From an optimization exercise on the open Yosys and OpenROAD flow, aimed at small area and a short achievable clock period; shortcuts taken in it are not production practice.
For this run, only the layout was checked, not whether the RTL still works.

$ cat flow/config.mk
export PLATFORM = sky130hd
export DESIGN_NAME = top
export DESIGN_NICKNAME = top
export VERILOG_FILES = /design/flow/design.v
export SDC_FILE = /design/flow/constraint.sdc
export NUM_CORES = 4
export LEC_CHECK = 0
export CAP_MARGIN = 20
export CORE_MARGIN = 2
export CORE_UTILIZATION = 40
export SLEW_MARGIN = 20
export SYNTH_HIERARCHICAL = 1
$ cat flow/constraint.sdc
create_clock -name core_clock -period 10.0 [get_ports {clk}]
set_input_delay 2.0000 -clock core_clock [delete_from_list [all_inputs] [get_ports {clk}]]
set_output_delay 2.0000 -clock core_clock [all_outputs]
set_load 0.01 [all_outputs]
$ cat flow/design.v
module fa (input a, input b, input c, output s, output co);
    assign s = a ^ b ^ c;
    assign co = (a & b) | (c & (a ^ b));
endmodule
module ha (input a, input b, output s, output co);
    assign s = a ^ b;
    assign co = a & b;
endmodule
module top #(parameter m = 7) (
    input clk,
    input signed [m-1:0] noise_in,
    output reg signed [2*m-1:0] filter_out
);
    reg [6:0] d0, d1, d2, d3, d4, d5, d6, d7, d8;
    reg [12:0] ps;
    reg [12:0] pc;
    wire n1, n2, n3, n4, n5, n6, n7, n8, n9, n10, n11, n12;
    wire n13, n14, n15, n16, n17, n18, n19, n20, n21, n22, n23, n24;
    wire n25, n26, n27, n28, n29, n30, n31, n32, n33, n34, n35, n36;
    wire n37, n38, n39, n40, n41, n42, n43, n44, n45, n46, n47, n48;
    wire n49, n50, n51, n52, n53, n54, n55, n56, n57, n58, n59, n60;
    wire n61, n62, n63, n64, n65, n66, n67, n68, n69, n70, n71, n72;
    wire n73, n74, n75, n76, n77, n78, n79, n80, n81, n82, n83, n84;
    wire n85, n86, n87, n88, n89, n90, n91, n92, n93, n94, n95, n96;
    wire n97, n98, n99, n100, n101, n102, n103, n104, n105, n106, n107, n108;
    wire n109, n110, n111, n112, n113, n114, n115, n116, n117, n118, n119, n120;
    wire n121, n122, n123, n124, n125, n126, n127, n128, n129, n130, n131, n132;
    wire n133, n134, n135, n136, n137, n138, n139, n140, n141, n142, n143, n144;
    wire n145, n146, n147, n148, n149, n150, n151, n152, n153, n154, n155, n156;
    wire n157, n158, n159, n160, n161, n162, n163, n164, n165, n166, n167, n168;
    wire n169, n170, n171, n172, n173, n174, n175, n176, n177, n178, n179, n180;
    wire n181, n182, n183, n184, n185, n186, n187, n188, n189, n190, n191, n192;
    wire n193, n194, n195, n196, n197, n198, n199, n200, n201, n202, n203, n204;
    wire n205, n206, n207, n208, n209, n210, n211, n212, n213, n214, n215, n216;
    wire n217, n218, n219, n220, n221, n222, n223, n224, n225, n226, n227, n228;
    wire n229, n230, n231, n232, n233, n234, n235, n236, n237, n238, n239, n240;
    wire n241, n242, n243, n244, n245, n246, n247, n248, n249, n250, n251, n252;
    wire n253, n254, n255, n256, n257, n258, n259, n260, n261, n262, n263, n264;
    wire n265, n266, n267, n268, n269, n270, n271, n272, n273, n274, n275, n276;
    wire n277, n278, n279, n280, n281, n282, n283, n284, n285, n286, n287, n288;
    wire n289, n290, n291, n292;
    ha u2 (d0[0], d0[2], n1, n2);
    fa u4 (d0[1], d0[3], d0[4], n3, n4);
    fa u6 (d1[0], ~d1[4], d2[0], n5, n6);
    fa u8 (d2[4], d3[0], d3[3], n7, n8);
    ha u10 (d4[0], d4[4], n9, n10);
    fa u12 (d0[2], d0[4], d0[5], n11, n12);
    fa u14 (d1[1], ~d1[5], d2[1], n13, n14);
    fa u16 (d2[5], d3[1], d3[4], n15, n16);
    fa u18 (d4[1], d4[5], d5[1], n17, n18);
    fa u20 (~d5[5], d6[2], d6[4], n19, n20);
    fa u22 (d0[3], d0[5], ~d0[6], n21, n22);
    fa u24 (d1[2], d1[6], d2[2], n23, n24);
    fa u26 (~d2[6], d3[2], d3[5], n25, n26);
    fa u28 (d4[2], ~d4[6], d5[2], n27, n28);
    fa u30 (d5[6], d6[3], d6[5], n29, n30);
    ha u32 (~d6[6], d7[3], n31, n32);
    fa u34 (d0[4], ~d0[6], d1[3], n33, n34);
    fa u36 (d2[3], d3[3], ~d3[6], n35, n36);
    ha u38 (d4[3], d5[3], n37, n38);
    ha u40 (d0[0], d0[1], n39, n40);
    fa u42 (d0[1], d0[2], ~d1[2], n41, n42);
    ha u44 (d2[2], d3[1], n43, n44);
    fa u46 (d0[3], ~d1[3], d2[3], n45, n46);
    fa u48 (d3[2], d4[3], ~d5[3], n47, n48);
    fa u50 (d6[0], d6[2], d6[3], n49, n50);
    fa u52 (d5[0], ~d5[4], d6[1], n51, n52);
    fa u54 (d6[3], d6[4], d7[1], n53, n54);
    fa u56 (d8[2], d8[4], n2, n55, n56);
    ha u58 (n9, n3, n57, n58);
    fa u60 (d6[5], d7[2], d8[3], n59, n60);
    fa u62 (d8[5], n10, n4, n61, n62);
    fa u64 (n6, n8, n11, n63, n64);
    fa u66 (n13, n15, n17, n65, n66);
    fa u68 (d8[4], ~d8[6], n31, n67, n68);
    fa u70 (n12, n14, n16, n69, n70);
    fa u72 (n18, n20, n21, n71, n72);
    fa u74 (n23, n25, n27, n73, n74);
    fa u76 (d6[4], ~d6[6], d7[4], n75, n76);
    fa u78 (d8[5], n32, n37, n77, n78);
    fa u80 (n22, n24, n26, n79, n80);
    fa u82 (n28, n30, n33, n81, n82);
    fa u84 (d0[5], d1[4], d2[4], n83, n84);
    fa u86 (d3[4], d4[4], d5[4], n85, n86);
    fa u88 (d6[5], d7[5], ~d8[6], n87, n88);
    ha u90 (n38, n34, n89, n90);
    fa u92 (~d0[6], d1[5], d2[5], n91, n92);
    ha u94 (d3[5], d4[5], n93, n94);
    ha u96 (d0[0], ~d1[0], n95, n96);
    fa u98 (~d1[1], d2[1], d3[0], n97, n98);
    fa u100 (d4[1], ~d5[1], d6[0], n99, n100);
    fa u102 (d4[2], ~d5[2], d6[1], n101, n102);
    fa u104 (d6[2], d8[0], d8[2], n103, n104);
    ha u106 (n40, n43, n105, n106);
    fa u108 (d7[0], d8[1], d8[3], n107, n108);
    fa u110 (n44, n1, n42, n109, n110);
    fa u112 (n45, n47, n49, n111, n112);
    fa u114 (n46, n48, n50, n113, n114);
    fa u116 (n5, n7, n51, n115, n116);
    fa u118 (n53, n55, n57, n117, n118);
    fa u120 (n52, n54, n19, n119, n120);
    fa u122 (n59, n56, n58, n121, n122);
    fa u124 (n61, n63, n65, n123, n124);
    fa u126 (n60, n29, n67, n125, n126);
    fa u128 (n62, n64, n66, n127, n128);
    fa u130 (n69, n71, n73, n129, n130);
    fa u132 (n35, n75, n68, n131, n132);
    fa u134 (n77, n70, n72, n133, n134);
    fa u136 (n74, n79, n81, n135, n136);
    fa u138 (n76, n36, n83, n137, n138);
    fa u140 (n85, n87, n78, n139, n140);
    fa u142 (n89, n80, n82, n141, n142);
    fa u144 (d5[5], ~d6[6], ~d7[6], n143, n144);
    fa u146 (n93, n84, n86, n145, n146);
    fa u148 (n88, n91, n90, n147, n148);
    fa u150 (~d1[6], ~d2[6], ~d3[6], n149, n150);
    fa u152 (~d4[6], ~d5[6], n94, n151, n152);
    fa u154 (d2[0], d4[0], ~d5[0], n153, n154);
    fa u156 (d6[1], d8[1], n96, n155, n156);
    ha u158 (n39, n97, n157, n158);
    fa u160 (n98, n100, n41, n159, n160);
    fa u162 (n101, n103, n105, n161, n162);
    fa u164 (n102, n104, n106, n163, n164);
    fa u166 (n107, n109, n111, n165, n166);
    fa u168 (n108, n110, n112, n167, n168);
    fa u170 (n113, n115, n117, n169, n170);
    fa u172 (n114, n116, n119, n171, n172);
    fa u174 (n118, n121, n123, n173, n174);
    fa u176 (n120, n122, n125, n175, n176);
    fa u178 (n124, n127, n129, n177, n178);
    fa u180 (n126, n131, n128, n179, n180);
    fa u182 (n130, n133, n135, n181, n182);
    fa u184 (n137, n132, n139, n183, n184);
    fa u186 (n134, n136, n141, n185, n186);
    fa u188 (n143, n138, n145, n187, n188);
    fa u190 (n140, n147, n142, n189, n190);
    fa u192 (n144, n92, n149, n191, n192);
    fa u194 (n151, n146, n148, n193, n194);
    ha u196 (d6[0], d8[0], n195, n196);
    fa u198 (n154, n99, n155, n197, n198);
    fa u200 (n156, n158, n159, n199, n200);
    fa u202 (n160, n162, n163, n201, n202);
    fa u204 (n164, n166, n167, n203, n204);
    fa u206 (n168, n171, n170, n205, n206);
    fa u208 (n172, n175, n174, n207, n208);
    fa u210 (n176, n179, n178, n209, n210);
    fa u212 (n183, n180, n182, n211, n212);
    fa u214 (n187, n184, n189, n213, n214);
    fa u216 (n191, n188, n193, n215, n216);
    fa u218 (n150, n152, n192, n217, n218);
    ha u220 (n95, n195, n219, n220);
    fa u222 (n196, n157, n197, n221, n222);
    fa u224 (n161, n198, n199, n223, n224);
    fa u226 (n200, n201, n165, n225, n226);
    fa u228 (n202, n169, n203, n227, n228);
    fa u230 (n204, n173, n205, n229, n230);
    fa u232 (n177, n206, n207, n231, n232);
    fa u234 (n181, n208, n209, n233, n234);
    fa u236 (n185, n210, n211, n235, n236);
    fa u238 (n186, n213, n212, n237, n238);
    fa u240 (n190, n215, n214, n239, n240);
    fa u242 (n217, n194, n216, n241, n242);
    ha u244 (ps[7], pc[7], n243, n244);
    ha u246 (ps[8], pc[8], n245, n246);
    fa u248 (ps[9], pc[9], ~d0[6], n247, n248);
    ha u250 (ps[10], pc[10], n249, n250);
    ha u252 (ps[11], pc[11], n251, n252);
    ha u254 (ps[12], pc[12], n253, n254);
    ha u256 (ps[1], pc[1], n255, n256);
    ha u258 (ps[2], pc[2], n257, n258);
    fa u260 (ps[3], pc[3], d0[0], n259, n260);
    fa u262 (ps[4], pc[4], d0[1], n261, n262);
    fa u264 (ps[5], pc[5], d0[2], n263, n264);
    fa u266 (ps[6], pc[6], d0[3], n265, n266);
    fa u268 (d0[4], n243, 1'b1, n267, n268);
    fa u270 (d0[5], n244, n245, n269, n270);
    fa u272 (n246, n247, 1'b1, n271, n272);
    fa u274 (n249, n248, 1'b1, n273, n274);
    fa u276 (n250, n251, 1'b1, n275, n276);
    fa u278 (n252, n253, 1'b1, n277, n278);
    wire [13:0] ea = {n278, n276, n274, n272, n270, n268, n266, n264, n262, n260, n258, n256, n255, ps[0]};
    wire [13:0] eb = {n254, n277, n275, n273, n271, n269, n267, n265, n263, n261, n259, n257, 1'b0, pc[0]};
    wire [13:0] pb = ea + eb + 14'd2;
    wire [6:0] xi = {~noise_in[6], noise_in[5:0]};
    ha u280 (pb[2], xi[0], n279, n280);
    fa u282 (pb[3], xi[1], xi[3], n281, n282);
    fa u284 (pb[4], xi[2], xi[4], n283, n284);
    fa u286 (pb[5], xi[3], xi[5], n285, n286);
    fa u288 (pb[6], xi[4], xi[6], n287, n288);
    ha u290 (pb[7], xi[5], n289, n290);
    ha u292 (pb[8], xi[6], n291, n292);
    wire [13:0] la = {pb[13], pb[12], pb[11], pb[10], n292, n290, n288, n286, n284, n282, n280, xi[2], pb[1], pb[0]};
    wire [13:0] lb = {1'b0, 1'b0, 1'b0, 1'b0, pb[9], n291, n289, n287, n285, n283, n281, n279, xi[1], xi[0]};
    always @(posedge clk) begin
        d0 <= noise_in; d1 <= d0; d2 <= d1; d3 <= d2; d4 <= d3;
        d5 <= d4; d6 <= d5; d7 <= d6; d8 <= d7;
        ps <= {n242, n240, n238, n236, n234, n232, n230, n228, n226, n224, n222, n220, n153};
        pc <= {n218, n241, n239, n237, n235, n233, n231, n229, n227, n225, n223, n221, n219};
        filter_out <= la + lb;
    end
endmodule
$ cat flow/run.sh
#!/bin/bash
# synth_recipe.tcl (not shown) runs the flow's synth.tcl, then flattens the netlist and writes it again
# the make line also repeats each setting of config.mk as NAME=value (left out here)
make -C /OpenROAD-flow-scripts/flow DESIGN_CONFIG=/design/flow/config.mk WORK_HOME=/design/flow/orfs CLKGATE_MAP_FILE= SYNTH_SCRIPT=/design/flow/synth_recipe.tcl finish
==> flow_metrics.tcl <==
set metrics [dict create \
    status "no timing/DRC/antenna violations" \
    hp-start "d4[6]" \
    synth_top_area_share 0.413 \
    diodes 0 \
    grt_use_met1 0.215 \
    hold_end "d5[6]" \
    slew_viol_final 0 \
    final_core_util 0.462 \
    grtUsageTotal 0.152 \
    fin_crit_ps 4440 \
    reg2reg_depth 14 \
    setup-violations-final 0 \
    cts_buffers 9 \
    grt_use_met3 0.0433 \
    gp_congestion 0.862 \
    fin_cells 643 \
    reg2reg_setup_slack_ps 5720 \
    max_freq_mhz 225 \
    crit_required_ps 10230 \
    drc 0 \
    pre_cts_ws_ps 5170 \
    tns_ps 0 \
    clk_pin_slew_worst_paths_ps 70 \
    die_h_um 126 \
    skew_ps 7.49 \
    hpwl_um 9150 \
    multi_input_area_um2 3810 \
    ys.warnings.count 7 \
    ff_latch_area_um2 2060 \
    cts_tree "done" \
    via_per_inst 4.81 \
    netlist_instances 418 \
    avgSynthCellArea_um2 14.3 \
    dieArea_um2 15900 \
    maxCapViolations 0 \
    yosys.area.top_type "fa_1" \
    root_buffer "clkbuf_16" \
    die_w_um 126 \
    min_path_cells 0 \
    cts.path.max_buffers 2 \
    io_buffers 21 \
    nNetsFinal 633 \
    clock-sinks 103 \
    critPathMaxFanout 4 \
    ys_types 39 \
    routed_wl_um 10600 \
    worstSetupStartpointType "input port" \
    worst_pin_slew_ps 549 \
    wl_per_cell_um 16.5 \
    post_dp_cell_area_um2 6420 \
    num_io_pins 22 \
    ant_nets 0 \
    rr_startpoint "d0[1]" \
    rsz0062_at_grt "no" \
    design_area_um2 6720 \
    ctsHoldBuffers 0 \
    firstDrtPassIters 4 \
    rows 44 \
    yosysSeqAreaShare 0.346 \
    reg2reg_to "filter_out[12]" \
    endpoint_kind "flop" \
    synth.cell_area_um2 5970 \
    yosys-top-cells-area "fa_1, dfxtp_1, ha_1, inv_1, xnor2_1" \
    via_count 3092 \
    grt_overflow 0 \
    drive_gt1_frac 0.0436 \
    synth_seq_cells 103 \
    met2_usage 0.233 \
    period_share 0.444 \
    core-area_um2 14500 \
    grt_antenna_before_repair 0 \
    grt_pass1_vias 3424 \
    postCtsSetupBuffers 0 \
    drt_iter0_drc 158 \
    slew_headroom 0.629 \
    synth_edf_count 0 \
    ys_async_sr_fraction 0 \
    cts_resized 0 \
    area_growth_pct 12.6 \
    ys_dominant_reg_cell "dfxtp_1" \
    htree_levels 3 \
    min_path_type "flop to flop" \
    grt_max_degree 18 \
    dp.cells 627 \
    fillers 1321 \
    start_util 0.411 \
    grt_pass1_wl_um 18200 \
    top_usage_layer "met2" \
    clk_latency_ps 350 \
    path_class "input port to flop" \
    fin_ws_ps 5560 \
    arrival_ps 4670 \
    timing.final.hold_violations 0 \
    whs_ps 351 \
]
## layer usage
| layer | up-vias | share of wire | routed length (µm) |
|---|---|---|---|
| li1 | 1438 | - | - |
| met1 | 1596 | 0.46 | 4840 |
| met2 | 52 | 0.49 | 5220 |
| met3 | 6 | 0.041 | 438 |
| met4 | 0 | 0.0090 | 95 |
| met5 | - | 0 | 0 |
## flip-flops by register name (all words and copies together), names as in the netlist
| register | flops |
|---|---|
| pc | 13 |
| d3 | 7 |
| filter_out | 14 |
| ps | 13 |
| d6 | 7 |
| d8 | 7 |
| d4 | 7 |
| d0 | 7 |
| d7 | 7 |
| d1 | 7 |
| d5 | 7 |
| d2 | 7 |
## per-module statistics from Yosys, one instance, submodules excluded
module,copies in the design,flops+latches
top,1,103
fa,122,0
ha,24,0
## cells in the final DEF (no fill, tap or decap), types with 7 or more instances in the layout
cell type          n
dfxtp_1          103
inv_1             29
fa_1             123
clkdlybuf4s50_1   21
o21ai_0           10
clkbuf_16          9
nand2_1            9
ha_1              48
a21oi_1           17
xnor2_1           12
xor2_1             7
nor2_1            15
## area by class of cell
cell class | instances | area share
multi-input combinational | 290 | 0.567
inverter | 29 | 0.0162
tap | 184 | 0.0343
timing repair buffer | 21 | 0.0313
clock inverter | 6 | 0.0104
sequential | 103 | 0.307
clock buffer | 10 | 0.0341
## how the worst max path moves through the flow
stage | from | to | slack (ps) | cells past startpoint
6_report | noise_in[1] | filter_out[12] | 5560 | 9
5_1_grt | noise_in[1] | filter_out[12] | 5360 | 9
4_1_cts | noise_in[1] | filter_out[12] | 5550 | 9
3_5_place_dp | noise_in[1] | filter_out[12] | 5170 | 9
3_3_place_gp | noise_in[1] | filter_out[12] | 5260 | 9
2_1_floorplan | noise_in[1] | filter_out[9] | 6040 | 9
## Yosys cell counts (all sizes together), types with 2 or more instances
master	instances
fa	123
dfxtp	103
nand2	9
o21a	5
a21boi	2
ha	48
xnor2	12
o21ai	11
a21oi	17
xor2	7
inv	29
a211oi	2
nor3b	2
nor2	15
o211ai	2
nor4	3
nor3	6
nor2b	3
nand2b	3
nand4	2
## worst max-delay path, cell delays in order
cell             delay (ps)
clkdlybuf4s50_1         580
fa_1                    450
ha_1                    340
a21oi_1                 110
nor2b_1                 170
o31ai_1                 120
a21boi_0                340
or3b_1                  410
xor2_1                  150
## kinds of logic (layout without fill, tap and decap cells)
logic type,count (synthesis),after routing,share of synthesized area
adders and majority gates,171,171,0.513
DFF,103,103,0.346
and+or+nand+nor,49,49,0.0463
AOI/OAI and AO/OA,46,46,0.0480
buffers and inverters,29,66,0.0182
xor gates and xnor gates,19,19,0.0279
other,1,5,0.000628

==> separate check: timing with driven ports <==
Ports are ideal in the flow. The routed layout listed here was re-timed in OpenROAD.
Step 1, drivers: a clkbuf_16 drives clk and a buf_2 each remaining input, both assumed.
Step 2 times the ports against the registers' clock, not the clock port: input delays grow and output delays shrink by t, the midpoint of the rising clock arrivals with the driver on.
Three values: ideal, step 1, step 2; two values: the first two.
t (ns): 0.386
setup WS [ns]: 5.563 / 5.565 / 5.179
hold slack, ns: 0.351 / 0.351 / 0.351
worst slew at a driven data input, ns: 0.04
pins driven straight from the clock port: 1
After both steps this run still meets setup and hold. For this run, drivers alone change the setup slack by +0.002 ns; drivers and shift together by -0.384 ns.
